Background: an optimization exercise with open tools, aiming at small area and a short achievable clock period. Do not read the settings as production practice. Function was checked by simulation only, so behaviour that the tests miss may differ from the original. Power figures rest on the tool's default switching activity, not on a simulated workload.

## design/flow/config.mk

```make
export PLATFORM = sky130hd
export DESIGN_NAME = top
export DESIGN_NICKNAME = top
export VERILOG_FILES = /design/flow/design.v
export SDC_FILE = /design/flow/constraint.sdc
export NUM_CORES = 4
export LEC_CHECK = 0
export CAP_MARGIN = 20
export CORE_MARGIN = 2
export CORE_UTILIZATION = 40
export SLEW_MARGIN = 20
```

## design/flow/constraint.sdc

```tcl
create_clock -name core_clock -period 32.0 [get_ports {clk}]
set_input_delay 6.4000 -clock core_clock [delete_from_list [all_inputs] [get_ports {clk}]]
set_output_delay 6.4000 -clock core_clock [all_outputs]
set_load 0.01 [all_outputs]
```

## design/flow/design.v

```verilog
`timescale 1ns / 1ps
module MUX(
    input [1:0]i,
    input sel,
    output o
    );
    assign o = (sel & i[1]) | (~sel & i[0]);
endmodule
`timescale 1ns / 1ps
module MUXarray #(parameter SIZE=4)(
    input [SIZE-1:0] a,
    input [SIZE-1:0] b,
    input sel,
    output [SIZE-1:0] o
    );
    genvar i;
    generate 
        for(i=0; i<SIZE; i=i+1) begin
            MUX m(
                .i({a[i],b[i]}),
                .sel(sel),
                .o(o[i])
                );
        end
    endgenerate 
endmodule
`timescale 1ns / 1ps
module decoder3_8(
    input [2:0] d,
    input en,
    output reg [7:0] o
    );
always @(*) begin
    if (en) begin
        case (d)
            3'd7: o=8'd1;
            3'd6: o=8'd2;
            3'd5: o=8'd4;
            3'd4: o=8'd8;
            3'd3: o=8'd16;
            3'd2: o=8'd32;
            3'd1: o=8'd64;
            3'd0: o=8'd128;
        endcase
    end
    else
        o=8'd0;
end
endmodule
`timescale 1ns / 1ps
module decoder4_16(
    input [3:0]d,
    output [15:0]o
    );
    wire en1, en2;
    assign en1 = d[3];
    assign en2 = ~d[3];
    decoder3_8 low ( 
        .en(en1),
        .d(d),
        .o(o[7:0])
        );
    decoder3_8 high(
        .en(en2),
        .d(d),
        .o(o[15:8])
        );
endmodule
`timescale 1ns / 1ps
module NewSevenSegment(
    input [3:0] d,
    output [6:0] seg
    );
    wire [15:0] o;
    decoder4_16 D(.d(d), .o(o));
    assign seg [0] = ~| (16'hB7EB& o);
    assign seg [1] = ~| (16'hF9E4& o);
    assign seg [2] = ~| (16'hDFF4& o);
    assign seg [3] = ~| (16'hB6DE& o);
    assign seg [4] = ~| (16'hA2BF& o);
    assign seg [5] = ~| (16'h8EFB& o);
    assign seg [6] = ~| (16'h3EF7& o);
endmodule
`timescale 1ns / 1ns
module ClockDivider #(parameter PRESCALER = 25_000_000)(
    input clkin,
    input rst,
    output reg clkout
    );
    reg [24:0] count;
    always @(posedge clkin) begin
        if(rst) begin
            count <= 0;
            clkout <= 0;
        end
        else if(count == PRESCALER) begin
            count <=0;
            clkout <= ~clkout;
        end
        else begin
            count <= count + 1;
        end
    end
endmodule
`timescale 1ns / 1ps
module DoubleSevenSegment(
    input clk,
    input rst,
    input [3:0] a,
    input [3:0] b,
    input [3:0] c,
    input [3:0] d,
    output [6:0] out,
    output [0:3] an
    );
    wire sel, sel2;
    wire [3:0] d1, d2, d3;
    ClockDivider #(.PRESCALER(25000)) CDK(
                    .clkin(clk),
                    .rst(rst),
                    .clkout(sel)
                    );
    ClockDivider #(.PRESCALER (50001)) CDK1(
                     .clkin(clk),
                    .rst(rst),
                    .clkout(sel2)
    );
    MUXarray run1 (.a(a), .b(c), .sel(sel), .o(d1));
    MUXarray run2 (.a(b), .b(d), .sel(sel), .o(d2));
    MUXarray run3 (.a(d1), .b(d2), .sel(sel2), .o(d3));
    NewSevenSegment run4 (.d(d3), .seg(out));
   assign an[0] = ~sel & ~sel2;
   assign an[1] = sel & ~sel2;
   assign an[2] = ~sel & sel2;
   assign an[3] = sel & sel2;
endmodule
`timescale 1ns / 1ps
module FSM(
    input bu, br, bl, bd, reset,
    input [7:0]a,b,
    input clk,
    input rst,
    output reg [15:0]led
    );
    reg[3:0]state;
    always @(posedge clk) begin
        if (rst) begin
            state <= 0;
            led <= 0;
        end
        else
        case(state)
        4'b0000:begin
            if(bu ==1)begin
                state <=1;
                led <= a+b;
            end
            else if(br ==1)begin
                state <=2;
                led <= a-b;
            end
             else if(bd ==1)begin
                state <=3;
                led <=a*b;
            end
             else if(bl ==1 && b != 0)begin
                state <=4;
                led <=a/b;
            end
            else if(bl ==1 && b == 0)begin
                state <=4;
                led <=0;
            end
            else if(reset == 1)begin
                state <= 0;
                led <= 0;
            end
        end
        4'b0001:begin
            if (bl ==1) begin
                led <= led << 1;
                state <= 5;
            end
            else if(br ==1)begin
                led <= led >> 1;
                state <= 6;
            end
            else if(bd ==1)begin
                led <= a|b;
                state <= 7;
            end
            if(reset ==1)begin
                state <=0;
                led <=0;
                end
        end
        4'b0010:begin
            if(reset ==1)begin
                state <=0;
                led <=0;
            end
            if(reset ==1)begin
                state <=0;
                led <=0;
                end
        end
        4'b0011:begin
            if(bu ==1) begin
                led <=a&b;
                state <= 8;
            end
            if(reset ==1)begin
                state <=0;
                led <=0;
                end
        end
        4'b0100:begin
            if(reset ==1)begin
                state <=0;
                led <=0;
            end
        end
         4'b0101:begin
            if(reset ==1)begin
                state <=0;
                led <=0;
            end
        end
         4'b0110:begin
            if(reset ==1)begin
                state <=0;
                led <=0;
            end
        end
         4'b0111:begin
            if(reset ==1)begin
                state <=0;
                led <=0;
            end
        end
         4'b1000:begin
            if(reset ==1)begin
                state <=0;
                led <=0;
            end
        end
        default:begin
            state <= 0;
            led <=0;
        end
   endcase
   end     
endmodule
`timescale 1ns / 1ps
module top(
    output [15:0] led,
    input  [15:0] sw,
    output [6:0]  seg,
    input  btnC, btnU, btnL, btnR, btnD,
    output [3:0]  an,
    input  clk,
    input  rst
    );
    wire [7:0] a = sw[15:8];
    wire [7:0] b = sw[7:0];
    function [8:0] ripple(input [7:0] x, input [7:0] y, input ci);
        reg c;
        integer i;
        begin
            c = ci;
            for (i = 0; i < 8; i = i + 1) begin
                ripple[i] = x[i] ^ y[i] ^ c;
                c = (x[i] & y[i]) | (x[i] & c) | (y[i] & c);
            end
            ripple[8] = c;
        end
    endfunction
    function [15:0] mul8(input [7:0] x, input [7:0] y);
        reg [7:0] sm, cy, ns, nc, pp;
        reg       t;
        integer r, c;
        begin
            sm = x & {8{y[0]}};
            cy = 8'd0;
            mul8 = 16'd0;
            mul8[0] = sm[0];
            for (r = 1; r < 8; r = r + 1) begin
                pp = x & {8{y[r]}};
                for (c = 0; c < 8; c = c + 1) begin
                    t = (c < 7) ? sm[(c + 1) % 8] : 1'b0;
                    ns[c] = pp[c] ^ t ^ cy[c];
                    nc[c] = (pp[c] & t) | (pp[c] & cy[c]) | (t & cy[c]);
                end
                sm = ns;
                cy = nc;
                mul8[r] = sm[0];
            end
            mul8[15:8] = {1'b0, sm[7:1]} + cy;
        end
    endfunction
    function [12:0] divrows(input [7:0] r0, input [7:0] x, input [7:0] y,
                            input integer hi, input integer lo);
        reg [8:0] rem, p, dif;
        integer j;
        begin
            rem = {1'b0, r0};
            divrows = 13'd0;
            for (j = hi; j >= lo; j = j - 1) begin
                p = {rem[7:0], x[j]};
                dif = p - {1'b0, y};
                divrows[j] = ~dif[8];
                if (~dif[8]) rem = dif & ((9'd1 << (8 - j)) - 9'd1);
                else         rem = p   & ((9'd1 << (8 - j)) - 9'd1);
            end
            divrows[12:8] = rem[4:0];
        end
    endfunction
    localparam IDLE = 2'd0, SUM = 2'd1, PROD = 2'd2, DONE = 2'd3;
    reg [1:0]  state;
    reg [15:0] led_r;
    reg        divmode;    
    reg [4:0]  rem_r;      
    wire       sub  = ~btnU;
    wire [8:0] asum = ripple(a, b ^ {8{sub}}, sub);
    wire [15:0] addsub = sub ? {{8{~asum[8]}}, asum[7:0]} : {7'd0, asum};
    wire [15:0] mulr = mul8(a, b);
    wire [12:0] dh = divrows(8'd0, a, b, 7, 3);
    wire bz = (b == 8'd0);
    wire in_idle = (state == IDLE);
    wire in_sum  = (state == SUM);
    wire in_prod = (state == PROD);
    wire op_as  = in_idle & (btnU | btnR);
    wire op_mul = in_idle & ~btnU & ~btnR & btnD;
    wire op_div = in_idle & ~btnU & ~btnR & ~btnD & btnL;
    wire op_shl = in_sum & ~btnC & btnL;
    wire op_shr = in_sum & ~btnC & ~btnL & btnR;
    wire op_or  = in_sum & ~btnC & ~btnL & ~btnR & btnD;
    wire op_and = in_prod & ~btnC & btnU;
    wire op_clr = btnC & ~op_as & ~op_mul & ~op_div;
    wire ld = op_as | op_mul | op_div | op_shl | op_shr | op_or | op_and | op_clr;
    wire [15:0] led_n =
        ({16{op_as}}  & addsub) |
        ({16{op_mul}} & mulr) |
        ({16{op_div & ~bz}} & {b, dh[7:3], a[2:0]}) |
        ({16{op_shl}} & {led_r[14:0], 1'b0}) |
        ({16{op_shr}} & {1'b0, led_r[15:1]}) |
        ({16{op_or}}  & {8'd0, a | b}) |
        ({16{op_and}} & {8'd0, a & b});
    wire [1:0] state_n =
        op_clr ? IDLE :
        op_as  ? (btnU ? SUM : DONE) :
        op_mul ? PROD :
        (op_div | op_shl | op_shr | op_or | op_and) ? DONE : state;
    always @(posedge clk) begin
        if (rst) begin
            state <= IDLE;
            led_r <= 16'd0;
            divmode <= 1'b0;
        end else begin
            state <= state_n;
            if (ld) led_r <= led_n;
            if (ld) divmode <= op_div & ~bz;
        end
        if (op_div) rem_r <= dh[12:8];
    end
    wire [12:0] dl = divrows({3'd0, rem_r}, led_r[7:0], led_r[15:8], 2, 0);
    wire [15:0] ledv = divmode ? {8'd0, led_r[7:3], dl[2:0]} : led_r;
    assign led = ledv;
    reg [14:0] lfsr;
    reg [1:0]  dsel;    
    wire wrap = (lfsr == 15'h6F73);
    always @(posedge clk) begin
        if (rst | wrap) lfsr <= 15'd0;
        else            lfsr <= {lfsr[13:0], ~(lfsr[14] ^ lfsr[13])};
        if (rst)        dsel <= 2'd0;
        else if (wrap)  dsel <= dsel + 2'd1;
    end
    wire [3:0] v = (dsel == 2'b00) ? ledv[3:0] :
                   (dsel == 2'b01) ? ledv[11:8] :
                   (dsel == 2'b10) ? ledv[7:4] : ledv[15:12];
    assign an = (dsel == 2'b00) ? 4'b0111 :
                (dsel == 2'b01) ? 4'b1011 :
                (dsel == 2'b10) ? 4'b1101 : 4'b1110;
    localparam [15:0] M0 = 16'hB7EB, M1 = 16'hF9E4, M2 = 16'hDFF4, M3 = 16'hB6DE,
                      M4 = 16'hA2BF, M5 = 16'h8EFB, M6 = 16'h3EF7;
    wire [3:0] vi = 4'd15 - v;
    assign seg = ~{M6[vi], M5[vi], M4[vi], M3[vi], M2[vi], M1[vi], M0[vi]};
endmodule
```

## design/flow/flow/run.sh

```bash
#!/bin/bash
# The standard layout (standard synthesis included), with two changes to
# how it is made; the clock period and constraints are the design's own:
#  - the port buffers are sky130_fd_sc_hd__buf_1 instead of the delay buffer
#    buffer_ports picks by default (every port still gets its own buffer);
#  - the timing repair is asked to leave extra setup slack, so it sizes and
#    buffers the critical paths instead of stopping at the 32 ns target.
set -euo pipefail
bash standard.sh "BUFFER_PORTS_ARGS=-buffer_cell sky130_fd_sc_hd__buf_1" \
    SETUP_SLACK_MARGIN=19 finish > standard_flow.log 2>&1
```

## design/flow/standard.sh

```bash
#!/bin/bash
# synth_recipe.tcl (not shown) runs the flow's synth.tcl, then flattens the netlist and writes it again
# the make line also repeats each setting of config.mk as NAME=value (left out here)
make -C /OpenROAD-flow-scripts/flow DESIGN_CONFIG=/design/flow/config.mk WORK_HOME=/design/flow/orfs CLKGATE_MAP_FILE= SYNTH_SCRIPT=/design/flow/synth_recipe.tcl "${@:-finish}"
```

==> flow_metrics.tcl, run 1 <==
set metrics [dict create \
    status "no timing/DRC/antenna violations" \
    arrival_ps 6180 \
    yosysUniqueCellTypes 64 \
    htree_levels 2 \
    clockBufferDepth 2 \
    hold_viol 0 \
    drc 0 \
    grt_pass1_wl_mm 26.34 \
    pre_cts_slack_ps 18780 \
    final_common_cell "inv_1" \
    worstSkewPairLatency_ps 280 \
    holdPathStages 1 \
    via_per_inst 5.774 \
    final_cell_mix "76 x inv_1, 67 x ha_1, 59 x nor2_1" \
    fp.dieH_um 124.3 \
    rows 43 \
    vias 5104 \
    gp_congestion 0.8537 \
    initial_utilization 0.4138 \
    rsz0062_at_grt "no" \
    seq_area_frac_synth 0.1505 \
    tns_ps 0 \
    area_delta_synth_final_pct 8.128 \
    die_x_um 124.3 \
    root_buffer "clkbuf_16" \
    core-area_um2 13990 \
    multi_input_area_um2 4512 \
    period_needed_ps 12580 \
    cts_sinks 41 \
    hpwl_mm 12.30 \
    fin_skew_ps 8.454 \
    synth_fp_nets 825 \
    synth-edff-count 5 \
    path_max_fanout 11 \
    worstPathRequired_ps 25600 \
    regToRegSetupSlack_ps 29650 \
    cts_hold_buf 0 \
    drv_cap 0 \
    setup_viol 0 \
    min_path_type "reg -> reg" \
    avgSynthCellArea_um2 8.524 \
    setup_ws_ps 19420 \
    ys_ff_latch 41 \
    fmax_mhz 79.52 \
    diodes 0 \
    synth_flop_cell "dfxtp_1" \
    nets 850 \
    grt_overflow 0 \
    ant_nets 0 \
    dpl_cell_area_um2 6066 \
    wl_per_cell_um 17.76 \
    peakVddDrop_uv 31.39 \
    end_kind "output pin" \
    tightest_slew_ps 841.0 \
    drtIter0Drc 451 \
    grt_max_degree 26 \
    fin_crit_sh 0.3930 \
    cellPowerDensity_nw_per_um2 49.42 \
    ys_warn_count 1 \
    antenna_found_initial 0 \
    die_area_um2 15450 \
    cts_tree "built" \
    drtPass1Iterations 8 \
    drt-total-wl_mm 15.70 \
    io_buffers 49 \
    register_area_um2 870.8 \
    critPathKind "reg -> out" \
    async_reset_ff_frac 0 \
    p_leak_uw 0.002638 \
    postLayoutCellArea_um2 6259 \
    power.total_uw 309.3 \
    fill_cells 1402 \
    first_global_vias 5199 \
    clkTransAtPathRegs_ps 60 \
    cts_made_buffers 5 \
    drv_slew 0 \
    io_pins 50 \
    slew_headroom 0.4393 \
    grt.total_usage 0.2047 \
    reg2regPathDepth 6 \
    postSynthCellCount 679 \
    drive_above_1_share 0.05256 \
    synth_area_um2 5788 \
    setup.worst_path.start_class "register" \
]
==> registers in the layout (all words and copies together) (netlist names) <==
register,flops
divmode,1
rem_r,5
dsel,2
state,2
led_r,16
lfsr,15
==> cell families (layout without fill, tap and decap cells) <==
logic type	after synthesis	in the layout	synth area share
compound gates	159	159	0.1898
xor+xnor	22	22	0.03329
fa+ha+maj	123	123	0.3385
buf+inv	113	138	0.07652
flops	41	41	0.1505
mux	21	21	0.03891
simple gates	200	200	0.1725
==> through the flow <==
| step | cells | utilization | hold WS [ps] |
|---|---|---|---|
| after floorplan | 679 | - | 420.2 |
| after global placement | 876 | 0.4336 | 440.1 |
| after detailed placement | 876 | 0.4336 | 452.8 |
| after CTS | 883 | 0.4443 | 468.4 |
| after global routing | 884 | 0.4474 | 481.3 |
| final | 884 | 0.4474 | 466.5 |
==> timing repair <==
action,in CTS,in global routing
pin swaps,0,1
setup buffers,0,1
gates resized for setup,1,8
cloned,0,0
endpoints found under the setup margin,3,13
==> cell type report <==
cell class                      instances  area share
Multi-Input combinational cell        525      0.7209
Sequential cell                        41      0.1391
Inverter                               79     0.04738
Tap cell                              180     0.03599
Timing Repair Buffer                   52     0.03339
Clock buffer                            6     0.02219
Clock inverter                          1   0.0009996
==> report_power, final <==
group          internal [uW]  total (uW)  switching, uW
clock                   30.6        50.3           19.7
combinational           85.2         196            111
sequential              56.1        63.1           7.06
total                    172         309            137
==> worst max-delay path, stage by stage, from the launching register on <==
cell,delay (ps)
dfxtp_1,530
ha_1,250
inv_1,60
fa_1,420
a211oi_2,300
o21ai_0,130
o211ai_1,300
mux2_2,420
ha_1,340
nor2b_1,210
o31ai_2,120
a21oi_4,320
a21bo_2,260
o21a_1,100
ha_1,290
a211oi_1,260
o21ai_0,130
o22ai_1,240
a21o_1,280
inv_1,90
ha_1,240
or3_1,370
o221a_2,120
buf_1,120
==> routing by layer <==
metal,global-route usage,routed length (um),vias to the layer above
met1,0.2793,7060,2484
li1,-,-,2403
met2,0.3491,7555,198
met3,0.01718,841,19
met5,0,0,-
met4,0.05618,242,0
==> final timing paths <==
check,start,to
worst min-delay path,lfsr[3],lfsr[4]
worst max register to register,state[1],led_r[14]
worst min register to register,lfsr[3],lfsr[4]
worst max-delay path,led_r[8],seg[0]
==> cell usage after synthesis (all sizes together), types with 10 or more instances <==
cell | n | share of area
a222oi | 11 | 0.019
fa | 56 | 0.19
clkbuf | 27 | 0.018
inv | 77 | 0.050
nor3 | 17 | 0.015
and2 | 38 | 0.041
mux2 | 12 | 0.023
nor2 | 60 | 0.039
o21a | 10 | 0.013
xnor2 | 15 | 0.023
dfxtp | 36 | 0.12
nand2 | 41 | 0.027
ha | 67 | 0.14
o21ai | 29 | 0.025
a21oi | 34 | 0.029
==> run 2, diff against run 1 <==
--- a/design/flow/design.v
+++ b/design/flow/design.v
@@ -326,8 +326,8 @@
     wire [15:0] mulr = mul8(a, b);
     wire [12:0] dh = divrows(8'd0, a, b, 7, 3);
-    wire bz = (b == 8'd0);
-    wire in_idle = (state == IDLE);
-    wire in_sum  = (state == SUM);
-    wire in_prod = (state == PROD);
+    wire bz = ~|b;
+    wire in_idle = ~state[1] & ~state[0];
+    wire in_sum  = ~state[1] &  state[0];
+    wire in_prod =  state[1] & ~state[0];
     wire op_as  = in_idle & (btnU | btnR);
     wire op_mul = in_idle & ~btnU & ~btnR & btnD;
@@ -368,21 +368,29 @@
     assign led = ledv;
     reg [14:0] lfsr;
-    reg [1:0]  dsel;    
-    wire wrap = (lfsr == 15'h6F73);
+    reg [1:0]  dsel;
+    wire wrap = &(lfsr ^ ~15'h6F73);
     always @(posedge clk) begin
         if (rst | wrap) lfsr <= 15'd0;
         else            lfsr <= {lfsr[13:0], ~(lfsr[14] ^ lfsr[13])};
         if (rst)        dsel <= 2'd0;
-        else if (wrap)  dsel <= dsel + 2'd1;
+        else if (wrap)  dsel <= {dsel[0], ~dsel[1]};
     end
-    wire [3:0] v = (dsel == 2'b00) ? ledv[3:0] :
-                   (dsel == 2'b01) ? ledv[11:8] :
-                   (dsel == 2'b10) ? ledv[7:4] : ledv[15:12];
-    assign an = (dsel == 2'b00) ? 4'b0111 :
-                (dsel == 2'b01) ? 4'b1011 :
-                (dsel == 2'b10) ? 4'b1101 : 4'b1110;
+    wire s00 = ~dsel[1] & ~dsel[0];
+    wire s01 = ~dsel[1] &  dsel[0];
+    wire s10 =  dsel[1] &  dsel[0];
+    wire s11 =  dsel[1] & ~dsel[0];
+    wire [3:0] v = ({4{s00}} & ledv[3:0]) | ({4{s01}} & ledv[11:8]) |
+                   ({4{s10}} & ledv[7:4]) | ({4{s11}} & ledv[15:12]);
+    assign an = ~{s00, s01, s10, s11};
     localparam [15:0] M0 = 16'hB7EB, M1 = 16'hF9E4, M2 = 16'hDFF4, M3 = 16'hB6DE,
                       M4 = 16'hA2BF, M5 = 16'h8EFB, M6 = 16'h3EF7;
-    wire [3:0] vi = 4'd15 - v;
-    assign seg = ~{M6[vi], M5[vi], M4[vi], M3[vi], M2[vi], M1[vi], M0[vi]};
+    wire [3:0] nv = ~v;
+    wire [15:0] o;
+    genvar k;
+    generate for (k = 0; k < 16; k = k + 1) begin : dec
+        assign o[k] = (k[3] ? nv[3] : v[3]) & (k[2] ? nv[2] : v[2]) &
+                      (k[1] ? nv[1] : v[1]) & (k[0] ? nv[0] : v[0]);
+    end endgenerate
+    assign seg = ~{|(M6 & o), |(M5 & o), |(M4 & o), |(M3 & o),
+                   |(M2 & o), |(M1 & o), |(M0 & o)};
 endmodule
==> run 2 against run 1 <==
Routed wire length grew 4.8%; utilization grew 0.24 points; critical path depth grew 2; largest cell class unchanged; worst hold slack lost 14 ps; clock skew shrank 4.6 ps; final cell count grew 1.1%; count of clock-buffer cells in the layout is the same; sequential cell count is the same; first-iteration DRC count grew 8.9%; highest routed layer unchanged; clock power grew 25%; critical endpoint is now rem_r[3]; final area grew 0.92%; still clean on timing, DRC and antenna; via count grew 2.9%.
==> flow_metrics.tcl, run 2 <==
set metrics [dict create \
    io_pins 50 \
    cts_hold_buf 0 \
    fin_crit_sh 0.3918 \
    largest_reg_flops 16 \
    largestRegisters "led_r x16, lfsr x15, rem_r x5" \
    drive_above_1_share 0.06723 \
    peakVddDrop_uv 27.62 \
    setup.worst_path.start_class "primary input" \
    core-area_um2 14040 \
    reg2regPathDepth 5 \
    hpwl_mm 12.73 \
    p_comb_frac 0.646 \
    rows 43 \
    worst_hold_slack_ps 453.0 \
    r2r_start "state[0]" \
    postSynthCellCount 687 \
    grt.total_usage 0.2137 \
    root_buffer "clkbuf_16" \
    synth_fp_nets 821 \
    drtPass1Iterations 8 \
    tightest_slew_ps 1115 \
    yosysMostFrequentCell "inv_1" \
    drt-total-wl_mm 16.46 \
    cellPowerDensity_nw_per_um2 57.66 \
    hp-start "lfsr[11]" \
    fmax_mhz 79.76 \
    setup_viol 0 \
    cp_top_family "simple AND/OR/NAND/NOR gates" \
    async_reset_ff_frac 0 \
    timing.critical_path.mode_cell "a21oi_1" \
    ant_nets 0 \
    synth-edff-count 5 \
    grt_overflow 0 \
    fin_skew_ps 3.839 \
    final_cells 894 \
    synth_area_leaders "fa_1 19%, dfxtp_1 12%, ha_1 12%, inv_1 4.5%, and2_1 4.4%" \
    die_x_um 124.4 \
    drv_cap 0 \
    status "no timing/DRC/antenna violations" \
    cpPeakStageDelay_ps 620 \
    worstPathRequired_ps 32030 \
    nets 847 \
    path_max_fanout 14 \
    tns_ps 0 \
    cts_sinks 41 \
    slew_headroom 0.2551 \
    antenna_found_initial 0 \
    period_needed_ps 12540 \
    wl_per_cell_um 18.41 \
    fp.dieH_um 124.4 \
    avgSynthCellArea_um2 8.440 \
    io_buffers 49 \
    via_per_inst 5.876 \
    drtIter0Drc 491 \
    cts_made_buffers 5 \
    regToRegSetupSlack_ps 29190 \
    grt_max_degree 25 \
    synth_top_area_frac 0.1934 \
    synth_area_um2 5798 \
    synth_common_cells "69 x inv_1, 63 x nor2_1, 56 x fa_1, 56 x nand2_1, 55 x ha_1" \
    arrival_ps 12570 \
    ys_warn_count 1 \
    p_leak_uw 0.002669 \
    first_global_vias 5399 \
    rsz0062_at_grt "no" \
    drv_slew 0 \
    htree_levels 2 \
    swShare 0.4455 \
    cp_num_buf_inv 2 \
    power_switching_uw 162.2 \
    end_kind "register" \
    seq_area_frac_synth 0.1502 \
    initial_utilization 0.4129 \
    min_to "lfsr[12]" \
    internal_power_uw 201.9 \
    critPathKind "in -> reg" \
    drc 0 \
    area_delta_synth_final_pct 8.934 \
    holdPathStages 1 \
    clockPowerShare 0.173 \
    diodes 0 \
    synth.largest_area_cell "fa_1" \
    gp_congestion 0.8878 \
    final_cell_mix "69 x inv_1, 62 x nor2_1, 56 x nand2_1, 56 x fa_1, 55 x ha_1" \
    worstSkewPairLatency_ps 280 \
    yosysUniqueCellTypes 71 \
    ys_ff_latch 41 \
    grt_pass1_wl_mm 27.26 \
    vias 5253 \
    hold_viol 0 \
    die_area_um2 15470 \
    min_path_type "reg -> reg" \
    final_common_cell "inv_1" \
    top_register "led_r" \
    rr_endpoint "led_r[15]" \
    clockBufferDepth 2 \
    cts_tree "built" \
    crit_path_top_delay_cell "or4_4" \
    dpl.cell_count 882 \
    clkTransAtPathRegs_ps 60 \
    seq_power_share 0.181 \
    synth_flop_cell "dfxtp_1" \
]
-- run 2: cell count changes after synthesis, moves of 4 or more --
cell and delta:
nor2b_1 +5, o211ai_1 +5, nand2_1 +15, nor3_1 -5, nand3_1 +10, a21o_1 +5, o21ai_0 -8, a21oi_1 -9
ha_1 -12, inv_1 -7, o21a_1 -4, mux2i_1 -4
-- run 2: cell type report --
cell class	instances	area [um^2]
Clock buffer	6	150.1
Clock inverter	2	38.79
Fill cell	1395	7726
Inverter	71	266.5
Multi-Input combinational cell	537	4514
Sequential cell	41	870.8
Tap cell	180	225.2
Timing Repair Buffer	57	250.2
-- run 2: cell families after synthesis --
kind of cell             Yosys count  synth area share
AO/OA/AOI/OAI                    147            0.1821
adder cells (fa/ha/maj)          111            0.3120
AND/OR/NAND/NOR                  233            0.2013
buffers and inverters            109           0.07424
flip-flops                        41            0.1502
multiplexers                      21           0.04230
XOR/XNOR                          25           0.03776
-- run 2: worst max path at each step --
stage	from	end	depth (start not counted)
global route	sw[7]	rem_r[3]	25
global placement	sw[7]	rem_r[4]	24
floorplan	sw[7]	rem_r[1]	23
CTS	sw[15]	rem_r[3]	25
detailed placement	sw[15]	rem_r[3]	25
finish	sw[7]	rem_r[3]	25
-- run 2: layer usage --
metal	global-route usage	part of all wire	up-vias
met3	0.02792	0.066	35
met1	0.2839	0.43	2545
li1	-	-	2439
met5	0	0	-
met2	0.3661	0.48	234
met4	0.05750	0.019	0
-- run 2: per-stage QoR --
stage | utilization | power, uW | instance area, um^2 | worst slack [ps]
after floorplan | - | 233.9 | 5798 | 19840
after global placement | 0.4330 | 287.6 | 6080 | 18960
after detailed placement | 0.4330 | 292.7 | 6080 | 18830
after CTS | 0.4468 | 356.6 | 6274 | 19100
after global routing | 0.4498 | 396.6 | 6316 | 19060
final | 0.4498 | 364.2 | 6316 | 19460
-- run 2: timing repair --
action / in CTS / in global routing
pin swaps: 0 / 2
setup buffers: 0 / 4
resized for setup: 1 / 6
setup endpoints to repair: 6 / 13
-- run 2: power by group through the flow --
| stage | Clock [uW] | Sequential [uW] | Combinational, uW |
|---|---|---|---|
| final | 62.9 | 66.1 | 235 |
| after global routing | 65.6 | 66.7 | 264 |
| after CTS | 63.5 | 65.8 | 227 |
| after detailed placement | 0 | 66.9 | 226 |
| after global placement | 0 | 66.8 | 221 |
| after floorplan | 0 | 62.8 | 171 |
==> run 3, diff against run 2 <==
--- a/design/flow/flow/run.sh
+++ b/design/flow/flow/run.sh
@@ -8,3 +8,3 @@
 set -euo pipefail
 bash standard.sh "BUFFER_PORTS_ARGS=-buffer_cell sky130_fd_sc_hd__buf_1" \
-    SETUP_SLACK_MARGIN=19 finish > standard_flow.log 2>&1
+    SETUP_SLACK_MARGIN=20 finish > standard_flow.log 2>&1
--- a/design/flow/config.mk
+++ b/design/flow/config.mk
@@ -6,4 +6,5 @@
 export NUM_CORES = 4
 export LEC_CHECK = 0
+export ABC_AREA = 1
 export CAP_MARGIN = 20
 export CORE_MARGIN = 2
==> run 3 against run 2 <==
Sequential power decreased by 2%; worst setup slack improved by 1000 ps; count of clock-buffer cells in the layout decreased by 1; critical path type unchanged; critical endpoint is now led_r[14]; largest cell class unchanged.
==> flow_metrics.tcl, run 3 <==
set metrics [dict create \
    clkTransAtPathRegs_ps 60 \
    avgSynthCellArea_um2 6.805 \
    gp_congestion 0.8723 \
    cts_hold_buf 0 \
    postLayoutCellArea_um2 6474 \
    multi_input_area_um2 4310 \
    critPathKind "in -> reg" \
    final_cells 1098 \
    postSynthCellCount 882 \
    dpl_cell_area_um2 6300 \
    rsz0062_at_grt "yes" \
    fp.dieH_um 126.5 \
    cp_num_buf_inv 3 \
    arrival_ps 11700 \
    fin_crit_sh 0.3600 \
    core-area_um2 14590 \
    drt-total-wl_mm 16.22 \
    synth_common_cells "218 x nand2_1, 178 x inv_1, 77 x nor2_1, 56 x fa_1, 55 x ha_1" \
    grt_max_degree 16 \
    tns_ps 0 \
    worst_hold_slack_ps 424.8 \
    cts_setup_buffers 0 \
    via_per_inst 5.016 \
    p_leak_uw 0.003335 \
    drc 0 \
    synth.largest_area_cell "fa_1" \
    die_x_um 126.5 \
    cpPeakStageDelay_ps 550 \
    end_kind "register" \
    slew_headroom 0.4263 \
    async_reset_ff_frac 0 \
    hpwl_mm 12.93 \
    grt_pass1_wl_mm 27.52 \
    peakVddDrop_uv 24.35 \
    synth_top_area_frac 0.1868 \
    root_buffer "clkbuf_16" \
    drv_slew 0 \
    rows 44 \
    drive_above_1_share 0.05689 \
    min_path_type "reg -> reg" \
    seq_area_frac_synth 0.1451 \
    cts_made_buffers 5 \
    io_buffers 49 \
    drv_cap 0 \
    top_register "led_r" \
    timing.critical_path.mode_cell "nand2_1" \
    wl_per_cell_um 14.77 \
    dpl.cell_count 1090 \
    fmax_mhz 86.81 \
    ys_warn_count 1 \
    status "no timing/DRC/antenna violations" \
    crit_path_top_delay_cell "fa_1" \
    setup_viol 0 \
    yosysMostFrequentCell "nand2_1" \
    cts_tree "built" \
    die_area_um2 16000 \
    antenna_found_initial 0 \
    grt.total_usage 0.2110 \
    largestRegisters "led_r x16, lfsr x15, rem_r x5" \
    synth_area_leaders "fa_1 19%, nand2_1 14%, dfxtp_1 12%, ha_1 11%, inv_1 11%" \
    grt_overflow 0 \
    final_common_cell "nand2_1" \
    vias 5508 \
    register_area_um2 870.8 \
    period_needed_ps 11520 \
    power.total_uw 365.8 \
    initial_utilization 0.4114 \
    nets 1047 \
    first_global_vias 5409 \
    diodes 0 \
    synth-edff-count 5 \
    tightest_slew_ps 860.5 \
    area_delta_synth_final_pct 7.859 \
    synth_fp_nets 1016 \
    drtPass1Iterations 5 \
    fill_cells 1516 \
    fin_skew_ps 3.935 \
    largest_reg_flops 16 \
    cp_top_family "adder cells" \
    htree_levels 2 \
    cellPowerDensity_nw_per_um2 56.50 \
    hold_viol 0 \
    setup.worst_path.start_class "primary input" \
    ys_ff_latch 41 \
    worstPathRequired_ps 32180 \
    synth_flop_cell "dfxtp_1" \
    drtIter0Drc 439 \
    worstSkewPairLatency_ps 290 \
    clockBufferDepth 2 \
    final_cell_mix "216 x nand2_1, 177 x inv_1, 76 x nor2_1" \
    path_max_fanout 12 \
    io_pins 50 \
    synth_area_um2 6002 \
    cts_sinks 41 \
    ant_nets 0 \
    yosysUniqueCellTypes 46 \
]
[run 3: logic make-up (layout without fill, tap and decap cells)]
logic type / count (synthesis) / count (layout) / synth area share
xor gates and xnor gates: 20 / 20 / 0.02919
DFF: 41 / 41 / 0.1451
buffers and inverters: 213 / 245 / 0.1399
AOI/OAI and AO/OA: 125 / 125 / 0.1199
and+or+nand+nor: 372 / 372 / 0.2645
adders and majority gates: 111 / 111 / 0.3014
[run 3: area by class of cell]
class | instances | area share
clock inverters | 3 | 0.002706
multi-input cells | 628 | 0.6658
repair buffers | 53 | 0.03498
well taps | 184 | 0.03556
clock buffers | 5 | 0.01933
inverters | 184 | 0.1071
flip-flops and latches | 41 | 0.1345
[run 3: tightest hold or removal path, stage by stage, from the launching register on]
cell	delay (ps)
dfxtp_1	310
inv_1	40
nor2_1	30
[run 3: what timing repair did]
action / CTS / global route
pin swaps: 0 / 1
setup endpoints to repair: 4 / 13
resized for setup: 3 / 15
[run 3: final timing paths]
| check | startpoint | end | slack [ps] | cells past startpoint |
|---|---|---|---|---|
| worst min-delay path | lfsr[11] | lfsr[12] | 420 | 2 |
| worst max register to register | state[1] | led_r[3] | 29860 | 9 |
| worst min register to register | lfsr[11] | lfsr[12] | 420 | 2 |
| worst max-delay path | sw[14] | led_r[14] | 20480 | 25 |
[run 3: power breakdown]
group	leakage (uW)	internal, uW	switching, uW	total, uW
registers	0.000340	57.9	6.57	64.5
clock network	0.0000696	28.6	20.7	49.3
logic	0.00293	97.0	155	252
total	0.00334	183	182	366
[run 3: metrics by stage]
| step | util | setup WS, ps |
|---|---|---|
| 5_1_grt | 0.4437 | 19980 |
| 4_1_cts | 0.4422 | 20020 |
| 3_5_place_dp | 0.4318 | 19690 |
| 6_report | 0.4437 | 20480 |
| 3_3_place_gp | 0.4318 | 19910 |
| 2_1_floorplan | - | 20540 |
[run 3: routing by layer]
| layer | share of wire | wire length (um) | track usage | up-vias |
|---|---|---|---|---|
| li1 | - | - | - | 2802 |
| met5 | 0 | 0 | 0 | - |
| met3 | 0.061 | 988 | 0.01645 | 10 |
| met2 | 0.44 | 7076 | 0.3397 | 155 |
| met4 | 0.0092 | 149 | 0.04008 | 0 |
| met1 | 0.49 | 8003 | 0.3130 | 2541 |
==> run 4, diff against run 3 <==
--- a/design/flow/config.mk
+++ b/design/flow/config.mk
@@ -10,3 +10,4 @@
 export CORE_MARGIN = 2
 export CORE_UTILIZATION = 40
+export CTS_BUF_LIST = sky130_fd_sc_hd__clkbuf_8
 export SLEW_MARGIN = 20
==> run 4 against run 3 <==
Sequential share of layout area up 0.10 points; sequential cell count did not move; register-to-register slack is essentially flat; worst hold slack hardly changed; die area stayed put; utilization down 0.33 points; clock skew is 3.2 ps higher; combinational power increased by 2%; critical path depth did not move; power down 2.6%; maximum frequency increased by 0.25%; sequential power barely moved; largest cell class unchanged.
==> flow_metrics.tcl, run 4 <==
set metrics [dict create \
    hpwl_mm 12.93 \
    grt.total_usage 0.2111 \
    period_needed_ps 11490 \
    drv_slew 0 \
    drt-total-wl_mm 16.31 \
    die_area_um2 16000 \
    io_buffers 49 \
    die_x_um 126.5 \
    grt_overflow 0 \
    ys_ff_latch 41 \
    fp.dieH_um 126.5 \
    gp_congestion 0.8723 \
    first_global_vias 5426 \
    largest_reg_flops 16 \
    cts_hold_buf 0 \
    top_register "led_r" \
    min_path_type "reg -> reg" \
    worstSkewPairLatency_ps 310 \
    postLayoutCellArea_um2 6425 \
    register_area_um2 870.8 \
    synth_flop_cell "dfxtp_1" \
    grt_max_degree 16 \
    synth_top_area_frac 0.1868 \
    initial_utilization 0.4114 \
    ant_nets 0 \
    clkTransAtPathRegs_ps 90 \
    setup_viol 0 \
    antenna_found_initial 0 \
    final_cells 1099 \
    synth_area_leaders "fa_1 19%, nand2_1 14%, dfxtp_1 12%, ha_1 11%, inv_1 11%" \
    nets 1048 \
    fin_util 0.4404 \
    yosysUniqueCellTypes 46 \
    cellPowerDensity_nw_per_um2 55.44 \
    synth_common_cells "218 x nand2_1, 178 x inv_1, 77 x nor2_1, 56 x fa_1, 55 x ha_1" \
    drtIter0Drc 406 \
    via_per_inst 5.053 \
    vias 5553 \
    tns_ps 0 \
    grt_pass1_wl_mm 27.53 \
    diodes 0 \
    critPathKind "in -> reg" \
    area_delta_synth_final_pct 7.046 \
    synth_fp_nets 1016 \
    core-area_um2 14590 \
    drtPass1Iterations 5 \
    rsz0062_at_grt "no" \
    slew_headroom 0.4084 \
    dpl_cell_area_um2 6300 \
    yosysMostFrequentCell "nand2_1" \
    fin_crit_sh 0.3591 \
    peakVddDrop_uv 21.35 \
    final_common_cell "nand2_1" \
    fmax_mhz 87.02 \
    wl_per_cell_um 14.84 \
    r2r_start "state[1]" \
    holdPathStages 2 \
    rows 44 \
    clockBufferDepth 2 \
    worstPathRequired_ps 32210 \
    drv_cap 0 \
    regToRegSetupSlack_ps 29870 \
    setup_ws_ps 20510 \
    largestRegisters "led_r x16, lfsr x15, rem_r x5" \
    fill_cells 1527 \
    seq_area_frac_synth 0.1451 \
    setup.worst_path.start_class "primary input" \
    root_buffer "clkbuf_8" \
    cts_tree "built" \
    hp-start "lfsr[11]" \
    path_max_fanout 12 \
    cts_made_buffers 5 \
    synth_area_um2 6002 \
    drive_above_1_share 0.06120 \
    cts_setup_buffers 0 \
    min_to "lfsr[12]" \
    tightest_slew_ps 887.5 \
    arrival_ps 11700 \
    postSynthCellCount 882 \
    multi_input_area_um2 4313 \
    hold_viol 0 \
    final_cell_mix "215 x nand2_1, 175 x inv_1, 76 x nor2_1" \
    fin_skew_ps 7.144 \
    async_reset_ff_frac 0 \
    htree_levels 2 \
    status "no timing/DRC/antenna violations" \
    synth.largest_area_cell "fa_1" \
    synth-edff-count 5 \
    drc 0 \
    cts_sinks 41 \
    pre_cts_slack_ps 19690 \
    io_pins 50 \
    end_kind "register" \
    avgSynthCellArea_um2 6.805 \
    dpl.cell_count 1090 \
    ys_warn_count 1 \
    reg2regPathDepth 10 \
    p_leak_uw 0.003303 \
    rr_endpoint "led_r[14]" \
]
==> run 4: cell counts after synthesis <==
Identical to the previous run, type by type.
==> run 4: layout make-up <==
| type | instances | area share |
|---|---|---|
| Clock buffer | 5 | 0.01071 |
| Clock inverter | 3 | 0.002726 |
| Inverter | 184 | 0.1085 |
| Multi-Input combinational cell | 628 | 0.6713 |
| Sequential cell | 41 | 0.1355 |
| Tap cell | 184 | 0.03583 |
| Timing Repair Buffer | 53 | 0.03427 |
| Timing Repair inverter | 1 | 0.001168 |
==> run 4: worst max path at each step <==
stage / from / endpoint / slack (ps)
2_1_floorplan: sw[15] / rem_r[4] / 20540
3_3_place_gp: sw[5] / rem_r[4] / 19910
3_5_place_dp: sw[4] / rem_r[4] / 19690
4_1_cts: sw[1] / rem_r[4] / 20000
5_1_grt: sw[15] / rem_r[4] / 20010
6_report: sw[14] / led_r[14] / 20510
==> run 4: repair_timing <==
item                                    CTS  global route
endpoints found under the setup margin    3            14
resized for setup                         1            22
cloned                                    0             1
pin swaps                                 0             2
==> run 4: cells by family after synthesis <==
kind of cell / count (synthesis) / synth area share
AND/OR/NAND/NOR: 372 / 0.2645
buffers and inverters: 213 / 0.1399
AO/OA/AOI/OAI: 125 / 0.1199
adder cells (fa/ha/maj): 111 / 0.3014
flip-flops: 41 / 0.1451
XOR/XNOR: 20 / 0.02919
==> run 4: routing by layer <==
| layer | routed length, um | GRT usage | vias up |
|---|---|---|---|
| met2 | 7162 | 0.3394 | 171 |
| met3 | 894 | 0.01814 | 12 |
| met1 | 8104 | 0.3125 | 2567 |
| li1 | - | - | 2803 |
| met4 | 149 | 0.04008 | 0 |
| met5 | 0 | 0 | - |
==> run 4: worst max-delay path, cell delays in order <==
cell and delay [ps]:
buf_1 490, ha_1 270, ha_1 150, inv_1 50
fa_1 470, inv_1 50, fa_1 400, fa_1 520
fa_1 440, fa_1 550, fa_1 430, ha_1 220
fa_1 380, nand2_1 100, nand2_1 50, nand2_1 70
nand2_1 60, nand2_1 70, nand2_1 50, a21oi_1 160
nand2_1 70, nand2_1 50, o21ai_0 60, nor2_1 100
nor2_1 40
==> run 4: metrics by stage <==
stage          power (uW)  hold slack (ps)
2_1_floorplan       258.4            408.2
3_3_place_gp        311.9            419.5
3_5_place_dp        315.2            419.0
4_1_cts             350.8            428.7
5_1_grt             403.6            448.4
6_report            356.2            424.7
==> run 4: power by group <==
| part | total, uW | internal [uW] | switching (uW) |
|---|---|---|---|
| Combinational | 257 | 98.5 | 159 |
| Clock | 34.5 | 15.1 | 19.4 |
| Sequential | 64.4 | 57.8 | 6.55 |
| Total | 356 | 171 | 185 |
==> run 5, diff against run 4 <==
==> design/flow/run.sh (new file) <==
#!/bin/bash
# synth_recipe.tcl (not shown) runs the flow's synth.tcl, then flattens the netlist and writes it again
# the make line also repeats each setting of config.mk as NAME=value (left out here)
make -C /OpenROAD-flow-scripts/flow DESIGN_CONFIG=/design/flow/config.mk WORK_HOME=/design/flow/orfs CLKGATE_MAP_FILE= SYNTH_SCRIPT=/design/flow/synth_recipe.tcl finish
removed: design/flow/flow/run.sh
removed: design/flow/standard.sh
==> run 5 against run 4 <==
Final cell count decreased by 0.27%; area after synthesis unchanged; clock power increased by 31%; utilization increased by 1.9 points; register-to-register slack about the same; power increased by 3.6%; critical path depth increased by 9; global-route usage decreased by 0.19 points; sequential cell count unchanged; non-clock buffer count decreased by 2; worst hold slack improved by 5.1 ps; critical path type unchanged.
==> flow_metrics.tcl, run 5 <==
set metrics [dict create \
    status "no timing/DRC/antenna violations" \
    synth_area_um2 6002 \
    final_cell_mix "218 x nand2_1, 178 x inv_1, 77 x nor2_1" \
    synth_area_leaders "fa_1 19%, nand2_1 14%, dfxtp_1 12%, ha_1 11%, inv_1 11%" \
    antenna_found_initial 0 \
    path_max_fanout 12 \
    cts_hold_buf 0 \
    startpoint "sw[15]" \
    wl_per_cell_um 14.60 \
    synth_top_area_frac 0.1868 \
    final_cells 1096 \
    post_cts_resized 0 \
    peakVddDrop_uv 23.29 \
    drtPass1Iterations 5 \
    ys_ff_latch 41 \
    first_global_vias 5321 \
    final_common_cell "nand2_1" \
    postLayoutCellArea_um2 6704 \
    largestRegisters "led_r x16, lfsr x15, rem_r x5" \
    dpl_cell_area_um2 6591 \
    cts_sinks 41 \
    end_kind "register" \
    grt.total_usage 0.2093 \
    ant_nets 0 \
    via_per_inst 4.971 \
    tns_ps 0 \
    vias 5448 \
    r2r_start "state[1]" \
    hpwl_mm 12.75 \
    setup.worst_path.start_class "primary input" \
    largest_reg_flops 16 \
    cts_tree "built" \
    nets 1045 \
    fmax_mhz 80.66 \
    crit_path_top_delay_cell "clkdlybuf4s50_1" \
    p_leak_uw 0.003423 \
    yosysMostFrequentCell "nand2_1" \
    fin_crit_sh 0.3874 \
    hold_viol 0 \
    cts_made_buffers 5 \
    core-area_um2 14590 \
    fp.dieH_um 126.5 \
    cts_setup_buffers 0 \
    setup_viol 0 \
    grt_max_degree 16 \
    period_needed_ps 12400 \
    synth_fp_nets 1016 \
    ys_warn_count 1 \
    cpPeakStageDelay_ps 790 \
    rows 44 \
    root_buffer "clkbuf_8" \
    drive_above_1_share 0.04167 \
    io_pins 50 \
    io_buffers 49 \
    drc 0 \
    diodes 0 \
    initial_utilization 0.4114 \
    fin_skew_ps 13.89 \
    top_register "led_r" \
    synth_flop_cell "dfxtp_1" \
    worstSkewPairLatency_ps 320 \
    grt_overflow 0 \
    synth-edff-count 5 \
    fin_util 0.4595 \
    slew_headroom 0.4282 \
    gp_congestion 0.8652 \
    min_path_type "reg -> reg" \
    hp-start "lfsr[6]" \
    clkTransAtPathRegs_ps 100 \
    drtIter0Drc 365 \
    tightest_slew_ps 855.0 \
    dpl.cell_count 1088 \
    async_reset_ff_frac 0 \
    die_x_um 126.5 \
    area_delta_synth_final_pct 11.69 \
    critPathKind "in -> reg" \
    postSynthCellCount 882 \
    drt-total-wl_mm 16.00 \
    seq_area_frac_synth 0.1451 \
    arrival_ps 12470 \
    synth_common_cells "218 x nand2_1, 178 x inv_1, 77 x nor2_1, 56 x fa_1, 55 x ha_1" \
    die_area_um2 16000 \
    worst_hold_slack_ps 429.8 \
    clockBufferDepth 2 \
    yosysUniqueCellTypes 46 \
    grt_pass1_wl_mm 27.21 \
    timing.critical_path.mode_cell "nand2_1" \
    fill_cells 1509 \
    drv_cap 0 \
    drv_slew 0 \
    rsz0062_at_grt "no" \
    htree_levels 2 \
    synth.largest_area_cell "fa_1" \
    avgSynthCellArea_um2 6.805 \
    worstPathRequired_ps 32070 \
    cellPowerDensity_nw_per_um2 55.07 \
]
[run 5: changes by cell type in the layout (fill, tap and decap cells not counted), moves of 3 or more]
cell             previous run  this run
clkinvlp_4                  3         0
o21ai_0                    43        48
inv_1                     175       178
nand2_2                     6         3
nand2_1                   215       218
clkbuf_2                    4         0
o21ai_1                     3         0
clkdlybuf4s50_1             0        49
buf_1                      44         0
[run 5: final cells by class]
| class | instances | area [um^2] | share of cell area |
|---|---|---|---|
| clock inverter | 3 | 43.79 | 0.006532 |
| clock buffer | 5 | 68.82 | 0.01027 |
| tap | 184 | 230.2 | 0.03434 |
| inverter | 184 | 693.2 | 0.1034 |
| timing repair buffer | 51 | 505.5 | 0.07540 |
| sequential | 41 | 870.8 | 0.1299 |
| multi-input combinational | 628 | 4292 | 0.6402 |
[run 5: critical path: cells and delay by family]
family                     cells  cell delay [ps]
and+or+nand+nor               15             1580
AOI/OAI and AO/OA              8             1300
adders and majority gates      5             1820
buffers and inverters          6             1350
[run 5: logic make-up (layout without fill, tap and decap cells)]
group	Yosys count	in the layout	synth area share
xor gates and xnor gates	20	20	0.02919
and+or+nand+nor	372	372	0.2645
adders and majority gates	111	111	0.3014
buffers and inverters	213	243	0.1399
AOI/OAI and AO/OA	125	125	0.1199
DFF	41	41	0.1451
[run 5: routing by layer]
layer / wire length (um) / vias to the layer above / global-route usage
met2: 7118 / 128 / 0.3375
met5: 0 / - / 0
met4: 150 / 0 / 0.03749
met1: 7926 / 2515 / 0.3089
li1: - / 2795 / -
met3: 802 / 10 / 0.01940
[run 5: through the flow]
step / worst slack [ps] / power (uW)
after detailed placement: 19310 / 325.4
final: 19600 / 369.2
after global placement: 19500 / 323.4
after floorplan: 20540 / 258.4
after global routing: 18730 / 418.2
after CTS: 19630 / 371.4
[run 5: where the power goes]
group	leakage, uW	internal (uW)	switching [uW]
logic	0.00303	107	152
registers	0.000340	57.8	6.23
clock network	0.0000585	23.4	21.7
[run 5: worst paths after layout]
check | to | slack, ps | depth (start not counted)
worst max register to register | led_r[14] | 29860 | 10
worst max-delay path | rem_r[4] | 19600 | 34
worst min register to register | lfsr[7] | 430 | 2
worst min-delay path | lfsr[7] | 430 | 2

## afterwards: timing with drivers on the ports
How much do the figures lean on ideal ports? The routed layouts below were timed once more, with nothing changed but the port constraints.
Step 1 assumes that a clkbuf_16 drives the clock port and a buf_2 every other input.
Step 2 times the ports against the registers' clock, not the clock port: input delays grow and output delays shrink by t, the midpoint of the rising clock arrivals with the driver on.
Slacks: ideal ports / drivers / drivers and shift; pairs: ideal ports / drivers.
run	t (ns)	setup slack, ns	hold slack, ns	clock arrival spread, ns	cell pins on the clock port's net
run 1	0.307	19.424 / 19.393 / 19.136	0.467 / 0.467 / 0.467	0.009 / 0.008	1
run 2	0.313	19.462 / 19.465 / 19.152	0.453 / 0.453 / 0.453	0.005 / 0.004	1
run 3	0.320	20.480 / 20.493 / 20.173	0.425 / 0.425 / 0.425	0.005 / 0.005	1
run 4	0.334	20.508 / 20.488 / 20.183	0.425 / 0.425 / 0.425	0.008 / 0.008	1
run 5	0.343	19.602 / 19.605 / 19.262	0.430 / 0.430 / 0.430	0.014 / 0.014	1
After both steps every run listed still meets setup and hold. The setup slack of run 5, which loses most, moves by +0.003 ns with the drivers and by -0.340 ns with both steps.
